This is an optimization exercise on Yosys and OpenROAD, whose aim is small area, a short achievable clock period and few clock cycles per item, not a production implementation.
In this exercise RTL edits were held to simulation tests only and were not proved equivalent to the original.
No activity file was given, so power comes from the tool's default toggle rates.

## cache
module cache(
    clk,
    proc_reset,
    proc_read,
    proc_write,
    proc_addr,
    proc_rdata,
    proc_wdata,
    proc_stall,
    mem_read,
    mem_write,
    mem_addr,
    mem_rdata,
    mem_wdata,
    mem_ready
);
Size in the first run: ~3700 cells after synthesis, roughly 1500 flip-flops, ~59000 sq um of cells after synthesis.
Settings: LEC_CHECK=0, CAP_MARGIN=20, CORE_MARGIN=2, CORE_UTILIZATION=60, CTS_CLUSTER_DIAMETER=100, CTS_CLUSTER_SIZE=25, SETUP_SLACK_MARGIN=5.0, SLEW_MARGIN=20, SYNTH_HIERARCHICAL=1, SYNTH_MINIMUM_KEEP_SIZE=0, TNS_END_PERCENT=15; clock period 8.0 ns.
standard.sh (not shown) runs the stock make flow with config.mk's settings and CLKGATE_MAP_FILE= SYNTH_SCRIPT=/design/flow/synth_recipe.tcl, a recipe that flattens the netlist after the stock synthesis.
==> flow/flow/run.sh <==
#!/bin/bash
# The standard layout, with three changes: ports are buffered with buf_2
# cells instead of the default delay-buffer cells; the resizer may swap cells
# across footprints (so those buffers can be resized like any other cell);
# and clock tree synthesis adds no dummy loads.
set -euo pipefail
bash standard.sh MATCH_CELL_FOOTPRINT=0 \
  "BUFFER_PORTS_ARGS=-buffer_cell sky130_fd_sc_hd__buf_2" \
  "CTS_ARGS=-sink_clustering_enable -repair_clock_nets -sink_clustering_size 25 -sink_clustering_max_diameter 100 -dont_use_dummy_load" \
  finish > standard.log 2>&1
Testbench counts at the start, summed over its fixed seeds: cycles 94,456, requests 18,000.
Then changed:
==> flow/flow/run.sh (replaced) <==
#!/bin/bash
set -euo pipefail
bash standard.sh MATCH_CELL_FOOTPRINT=0 SETUP_SLACK_MARGIN=5.5 \
  "BUFFER_PORTS_ARGS=-buffer_cell sky130_fd_sc_hd__buf_2" \
  "CTS_ARGS=-sink_clustering_enable -repair_clock_nets -sink_clustering_size 25 -sink_clustering_max_diameter 100 -dont_use_dummy_load" \
  finish > standard.log 2>&1
Settings changed: SETUP_SLACK_MARGIN 5.0 to default, TNS_END_PERCENT 15 to 5.
The changed run finished clean.
Global-route usage came out higher by 3.5 points.
Worst hold slack is better by 0.0069 ns.
Wire length came out higher by about 10%.
Sequential share of layout area came out lower by 3.5 points.
Total power came out higher by 2.1%.
Clock-buffer cell count stays the same.
Final area came out higher by about 5.5%.

---

main:
cache, a different RTL version from the one above (not shown whole).
Size in the first run: about 3,300 cells after synthesis, ~1,500 flip-flops, about 60,000 sq um of cells after synthesis.
Settings: LEC_CHECK=0, CAP_MARGIN=20, CORE_MARGIN=2, CORE_UTILIZATION=60, CTS_CLUSTER_DIAMETER=100, CTS_CLUSTER_SIZE=25, SETUP_SLACK_MARGIN=5.0, SLEW_MARGIN=20, TNS_END_PERCENT=5; clock period 8.0 ns.
run.sh (not shown) runs the stock make flow with config.mk's settings and CLKGATE_MAP_FILE= SYNTH_SCRIPT=/design/flow/synth_recipe.tcl, a recipe that flattens the netlist after the stock synthesis.
Stock flow here: none of the scripts above is used.
Testbench counts of main, summed over its fixed seeds: cycles 94,456, requests 18,000.
Here is what was changed in the inputs of the feature branch compared with main.
==> flow/flow/run.sh (new file) <==
#!/bin/bash
# The standard layout, with three changes: ports are buffered with buf_2
# cells instead of the default delay-buffer cells; the resizer may swap cells
# across footprints (so those buffers can be resized like any other cell);
# and clock tree synthesis adds no dummy loads.
set -euo pipefail
bash standard.sh MATCH_CELL_FOOTPRINT=0 \
  "BUFFER_PORTS_ARGS=-buffer_cell sky130_fd_sc_hd__buf_2" \
  "CTS_ARGS=-sink_clustering_enable -repair_clock_nets -sink_clustering_size 25 -sink_clustering_max_diameter 100 -dont_use_dummy_load" \
  finish > standard.log 2>&1
==> flow/standard.sh (new file) <==
#!/bin/bash
# synth_recipe.tcl (not shown) runs the flow's synth.tcl, then flattens the netlist and writes it again
# the make line also repeats each setting of config.mk as NAME=value (left out here)
make -C /OpenROAD-flow-scripts/flow DESIGN_CONFIG=/design/flow/config.mk WORK_HOME=/design/flow/orfs CLKGATE_MAP_FILE= SYNTH_SCRIPT=/design/flow/synth_recipe.tcl "${@:-finish}"
removed: flow/run.sh
==> run notes <==
Compared to main, the router laid down less metal wire for the feature branch. Delta (the feature branch minus main): cell depth of the worst setup path increased by 8 relative to the old numbers, combinational power share shrank by 0.5 points, arrival time of data at the critical path endpoint went up, largest fanout on the critical path moved up, worst hold slack decreased by 0.022 ns relative to the old numbers. No stage failed in the feature branch, and the final checks on the layout all came back clean. Top routing layer in use = met4: the feature branch; top routing layer in use = met5: main. Changes observed in the feature branch relative to main: clock network power went down 5.5%; routability-driven placement congestion ratio moved up.

---

cache, a different RTL version from the one above (not shown whole).
Size in the first run: about 4000 cells after synthesis, about 1500 flip-flops, about 390 I/O pins.
Design cache, start of the top module:
module cache(
    clk,
    proc_reset,
    proc_read,
    proc_write,
    proc_addr,
    proc_rdata,
    proc_wdata,
    proc_stall,
    mem_read,
    mem_write,
    mem_addr,
    mem_rdata,
    mem_wdata,
    mem_ready
);
Settings: LEC_CHECK=0, CAP_MARGIN=20, CORE_MARGIN=2, CORE_UTILIZATION=60, SETUP_SLACK_MARGIN=5.0, SLEW_MARGIN=20, TNS_END_PERCENT=5; clock period 8.0 ns.
Stock flow here: none of the scripts above is used.
The first run completed with no timing, DRC or antenna violations.
Testbench counts at the start, summed over its fixed seeds: cycles 107,890, requests 18,000.
Rerun with:
--- a/flow/config.mk
+++ b/flow/config.mk
@@ -9,5 +9,5 @@
 export CORE_MARGIN = 2
 export CORE_UTILIZATION = 60
-export SETUP_SLACK_MARGIN = 5.0
+export SETUP_SLACK_MARGIN = 4.8
 export SLEW_MARGIN = 20
-export TNS_END_PERCENT = 5
+export TNS_END_PERCENT = 20
Result:
- The new run finished clean
- setup slack gets worse by 0.12 ns
- final cell count hardly moves
- hold slack gets worse by 0.010 ns
- via count barely changes
- sequential cell count does not change

---

Another version of the RTL of cache (not shown whole).
Size in the first run: ~3,900 cells after synthesis, roughly 1,500 flip-flops, roughly 390 I/O pins, about 61,000 um^2 of cells after synthesis.
Settings: LEC_CHECK=0, CAP_MARGIN=20, CORE_MARGIN=2, CORE_UTILIZATION=60, CTS_CLUSTER_DIAMETER=100, CTS_CLUSTER_SIZE=25, SLEW_MARGIN=20, SYNTH_HIERARCHICAL=1, SYNTH_MINIMUM_KEEP_SIZE=0, TNS_END_PERCENT=10; clock period 8.0 ns.
standard.sh (not shown) runs the stock make flow with config.mk's settings and CLKGATE_MAP_FILE= SYNTH_SCRIPT=/design/flow/synth_recipe.tcl, a recipe that flattens the netlist after the stock synthesis.
==> flow/flow/run.sh <==
#!/bin/bash
set -euo pipefail
bash standard.sh MATCH_CELL_FOOTPRINT=0 SETUP_SLACK_MARGIN=5.8 \
  "BUFFER_PORTS_ARGS=-buffer_cell sky130_fd_sc_hd__buf_2" \
  "CTS_ARGS=-sink_clustering_enable -repair_clock_nets -sink_clustering_size 25 -sink_clustering_max_diameter 100 -dont_use_dummy_load" \
  finish > standard.log 2>&1
Testbench counts at the start, summed over its fixed seeds: cycles 94,456, requests 18,000.
Next try:
--- a/flow/flow/run.sh
+++ b/flow/flow/run.sh
@@ -3 +3 @@
-bash standard.sh MATCH_CELL_FOOTPRINT=0 SETUP_SLACK_MARGIN=5.8 \
+bash standard.sh MATCH_CELL_FOOTPRINT=0 SETUP_SLACK_MARGIN=5.5 \
CORE_UTILIZATION = 68   (was 60)
TNS_END_PERCENT = 5   (was 10)
Outcome: Register-to-register slack got worse by 0.22 ns. Global-route usage came out higher by 3.0 points. Die area drops by 12%.
Next try:
--- a/flow/flow/run.sh
+++ b/flow/flow/run.sh
@@ -3 +3 @@
-bash standard.sh MATCH_CELL_FOOTPRINT=0 SETUP_SLACK_MARGIN=5.5 \
+bash standard.sh MATCH_CELL_FOOTPRINT=0 SETUP_SLACK_MARGIN=5.8 \
CORE_UTILIZATION = 60   (was 68)
Result: The changed run produced a clean layout; clock power goes up slightly; setup slack is better by 0.11 ns; cell area is higher slightly; clock-buffer cell count is unchanged; register-to-register slack gains 0.13 ns; wire length went up slightly; cell count climbs by a few percent.
Next try:
--- a/flow/flow/run.sh
+++ b/flow/flow/run.sh
@@ -3 +3 @@
-bash standard.sh MATCH_CELL_FOOTPRINT=0 SETUP_SLACK_MARGIN=5.8 \
+bash standard.sh MATCH_CELL_FOOTPRINT=0 SETUP_SLACK_MARGIN=5.5 \
- sequential power stays flat
- combinational power came out lower by about 2%
- clock power hardly moves
- wire length came out lower by 1.1%
- clock-buffer cell count does not change
- fmax came out lower by 1.8%

---

Setup of the reference run:
Another version of the RTL of cache (not shown whole).
Size: about 3900 cells after synthesis, ~390 I/O pins, roughly 0.060 mm^2 of cells after synthesis.
clock: 8.0 ns
lec_check: 0
cap_margin: 20
core_margin: 2
core_utilization: 60
cts_cluster_diameter: 100
cts_cluster_size: 25
setup_slack_margin: 5.0
slew_margin: 20
synth_hierarchical: 1
synth_minimum_keep_size: 0
tns_end_percent: 5
==> flow/flow/run.sh <==
#!/bin/bash
# The standard layout, with three changes: ports are buffered with buf_2
# cells instead of the default delay-buffer cells; the resizer may swap cells
# across footprints (so those buffers can be resized like any other cell);
# and clock tree synthesis adds no dummy loads.
set -euo pipefail
bash standard.sh MATCH_CELL_FOOTPRINT=0 \
  "BUFFER_PORTS_ARGS=-buffer_cell sky130_fd_sc_hd__buf_2" \
  "CTS_ARGS=-sink_clustering_enable -repair_clock_nets -sink_clustering_size 25 -sink_clustering_max_diameter 100 -dont_use_dummy_load" \
  finish > standard.log 2>&1
The reference run ended with every stage complete and zero timing, DRC or antenna violations.
Testbench counts of the reference run, summed over its fixed seeds: cycles 94,456, requests 18,000.
The inputs of the trial run differ from those of the reference run as listed below.
- a deleted SETUP_SLACK_MARGIN that had been 5.0
==> flow/flow/run.sh <==
#!/bin/bash
set -euo pipefail
bash standard.sh MATCH_CELL_FOOTPRINT=0 SETUP_SLACK_MARGIN=5.5 \
  "BUFFER_PORTS_ARGS=-buffer_cell sky130_fd_sc_hd__buf_2" \
  "CTS_ARGS=-sink_clustering_enable -repair_clock_nets -sink_clustering_size 25 -sink_clustering_max_diameter 100 -dont_use_dummy_load" \
  finish > standard.log 2>&1
## What came out
Looking at the reports, the trial run completed the entire flow and the layout it produced met the timing, DRC and antenna checks. Share of the final layout cell area in sequential cells: the trial run lower than the reference run. Largest net degree at the start of global routing ended up 16 lower on the trial run than on the reference run. Maximum clock frequency delta (the trial run − the reference run): favourable. Between the trial run and the reference run, it is the trial run whose share of power burned in combinational logic is higher, by 0.7 points. Worst hold-check slack: the trial run vs the reference run, no meaningful difference. The reference run has a lower global-route usage over all layers than the trial run.

---

== run 5 ==
Another version of the RTL of cache (not shown whole).
For scale: about 3100 cells after synthesis, about 1500 flip-flops, about 390 I/O pins, ~61000 sq um of cells after synthesis.
clock: 8.0 ns
lec_check: 0
cap_margin: 20
core_margin: 2
core_utilization: 60
cts_cluster_diameter: 100
cts_cluster_size: 25
setup_slack_margin: 5.0
slew_margin: 20
tns_end_percent: 15
==> flow/flow/run.sh <==
#!/bin/bash
# The standard layout, with three changes: ports are buffered with buf_2
# cells instead of the default delay-buffer cells; the resizer may swap cells
# across footprints (so those buffers can be resized like any other cell);
# and clock tree synthesis adds no dummy loads.
set -euo pipefail
bash standard.sh MATCH_CELL_FOOTPRINT=0 \
  "BUFFER_PORTS_ARGS=-buffer_cell sky130_fd_sc_hd__buf_2" \
  "CTS_ARGS=-sink_clustering_enable -repair_clock_nets -sink_clustering_size 25 -sink_clustering_max_diameter 100 -dont_use_dummy_load" \
  finish > standard.log 2>&1
Every stage of the flow completed for run 5, and the final layout passed the timing, DRC and antenna checks.
Testbench counts of run 5, summed over its fixed seeds: cycles 94,456, requests 18,000.
Setup changes, run 5 to run 3
- TNS_END_PERCENT: 15 -> 5
## What came out
Run 5 was larger in final cell area than run 3. Run 3 vs run 5, capturing element of the worst setup path: rdata_r[13] vs rdata_r[31]. Diff run 5 -> run 3 | logic gate share of total power | decrease of 0.3 points. [run 3 vs run 5] number of antenna violations at the first check in global routing: higher in run 3. Relative to run 5, the portion of the layout cell area used by non-clock buffers of run 3 is lower by 0.31 points.

---

Setup of north:
Another version of the RTL of cache (not shown whole).
For scale: ~1500 flip-flops, roughly 390 I/O pins, roughly 60000 um^2 of cells after synthesis.
## cache
module cache(
    clk,
    proc_reset,
    proc_read,
    proc_write,
    proc_addr,
    proc_rdata,
    proc_wdata,
    proc_stall,
    mem_read,
    mem_write,
    mem_addr,
    mem_rdata,
    mem_wdata,
    mem_ready
);
export LEC_CHECK = 0
export CAP_MARGIN = 20
export CORE_MARGIN = 2
export CORE_UTILIZATION = 60
export CTS_CLUSTER_DIAMETER = 100
export CTS_CLUSTER_SIZE = 25
export SETUP_SLACK_MARGIN = 5.0
export SLEW_MARGIN = 20
export SYNTH_HIERARCHICAL = 1
export SYNTH_MINIMUM_KEEP_SIZE = 0
export TNS_END_PERCENT = 5
create_clock -name core_clock -period 8.0 [get_ports {clk}]
Scripts as last shown in full above: flow/flow/run.sh
north finished every step from synthesis to the final layout, and the layout passed the timing, DRC and antenna checks.
Testbench counts of north, summed over its fixed seeds: cycles 94,456, requests 18,000.
The following lists how south was set up differently from north:
==> flow/flow/run.sh <==
#!/bin/bash
set -euo pipefail
bash standard.sh MATCH_CELL_FOOTPRINT=0 SETUP_SLACK_MARGIN=5.5 \
  "BUFFER_PORTS_ARGS=-buffer_cell sky130_fd_sc_hd__buf_2" \
  "CTS_ARGS=-sink_clustering_enable -repair_clock_nets -sink_clustering_size 25 -sink_clustering_max_diameter 100 -dont_use_dummy_load" \
  finish > standard.log 2>&1
--- a/flow/config.mk
+++ b/flow/config.mk
@@ -13 +12,0 @@
-export SETUP_SLACK_MARGIN = 5.0
Results
- south closes out successfully: all stages finished, all timing, DRC and antenna checks passed.
- Against north as the reference, south delivers a lower portion of total power attributed to the clock network.
- Sort north and south by post-route total power, ascending, and north comes first.
- The cell area after layout of south exceeds that of north by about 4%.

---

cache, a different RTL version from the one above (not shown whole).
Size: roughly 3000 cells after synthesis, ~1500 flip-flops, about 390 I/O pins.
==> flow/config.mk <==
export PLATFORM = sky130hd
export DESIGN_NAME = cache
export DESIGN_NICKNAME = cache
export VERILOG_FILES = /design/flow/design.v
export SDC_FILE = /design/flow/constraint.sdc
export NUM_CORES = 4
export LEC_CHECK = 0
export CAP_MARGIN = 20
export CORE_MARGIN = 2
export CORE_UTILIZATION = 70
export CTS_CLUSTER_DIAMETER = 100
export CTS_CLUSTER_SIZE = 25
export SETUP_SLACK_MARGIN = 5.0
export SLEW_MARGIN = 20
export TNS_END_PERCENT = 5
==> flow/constraint.sdc <==
create_clock -name core_clock -period 8.0 [get_ports {clk}]
set_input_delay 1.6000 -clock core_clock [delete_from_list [all_inputs] [get_ports {clk}]]
set_output_delay 1.6000 -clock core_clock [all_outputs]
set_load 0.01 [all_outputs]
==> flow/flow/run.sh <==
#!/bin/bash
# The standard layout, with three changes: ports are buffered with buf_2
# cells instead of the default delay-buffer cells; the resizer may swap cells
# across footprints (so those buffers can be resized like any other cell);
# and clock tree synthesis adds no dummy loads.
set -euo pipefail
bash standard.sh MATCH_CELL_FOOTPRINT=0 \
  "BUFFER_PORTS_ARGS=-buffer_cell sky130_fd_sc_hd__buf_2" \
  "CTS_ARGS=-sink_clustering_enable -repair_clock_nets -sink_clustering_size 25 -sink_clustering_max_diameter 100 -dont_use_dummy_load" \
  finish > standard.log 2>&1
Testbench counts at the start, summed over its fixed seeds: cycles 94,456, requests 18,000.
Change:
CORE_UTILIZATION = 60   (was 70)
What happened: The changed run passed the timing, DRC and antenna checks. Cell count rose by 3.7%. Worst setup slack improves by 0.068 ns. Area after synthesis does not change. Die area grows by 16%. Routed wire length climbs by 1.3%. Non-clock buffer count rises by 17. Power rises by 0.59%. Design area went up by 1.3%. Sequential cell count does not change. Count of clock-buffer cells in the layout is unchanged.

-- what the ideal ports hide --
How much do the figures lean on ideal ports? The routed layouts below were timed once more, with nothing changed but the port constraints. Step 1 assumes that a clkbuf_16 drives the clock port and a buf_2 every other input. Step 2 also shifts input and output timing later by t, the mid clock arrival at the registers, as if the neighbouring blocks saw the same clock. Three values: ideal ports, drivers, drivers and shift; two values: the first two.
run | t, ns | setup WS [ns] | worst setup path after step 2
the first run of note 1 | 0.719 | 4.932 / 4.867 / 4.206 | input to register
the second run of note 1 | 0.721 | 4.932 / 4.916 / 4.199 | input to register
main | 0.740 | 4.645 / 4.566 / 3.849 | input to register
the feature branch | 0.718 | 4.715 / 4.675 / 3.957 | input to register
the first run of note 3 | 0.853 | 4.678 / 4.641 / 3.788 | input to register
the second run of note 3 | 0.842 | 4.560 / 4.484 / 3.838 | input to register
the first run of note 4 | 0.739 | 5.170 / 4.789 / 4.050 | input to register
the second run of note 4 | 0.711 | 5.051 / 4.831 / 4.121 | input to register
the third run of note 4 | 0.739 | 5.156 / 4.798 / 4.059 | input to register
the fourth run of note 4 | 0.736 | 5.105 / 4.744 / 4.008 | input to register
the reference run | 0.723 | 4.806 / 4.862 / 4.139 | input to register
the trial run | 0.723 | 5.009 / 4.933 / 4.210 | input to register
run 5 | 0.729 | 4.704 / 4.535 / 3.806 | input to register
run 3 | 0.736 | 4.632 / 4.494 / 3.758 | input to register
north | 0.726 | 4.896 / 4.933 / 4.216 | input to register
south | 0.719 | 5.151 / 4.849 / 4.130 | input to register
the first run of note 8 | 0.705 | 4.633 / 4.343 / 3.638 | input to register
the second run of note 8 | 0.743 | 4.702 / 4.443 / 3.700 | input to register
After both steps setup and hold are still met in every run listed. The setup slack of the first run of note 4, which loses most, moves by -0.381 ns with the drivers and by -1.120 ns with both steps.
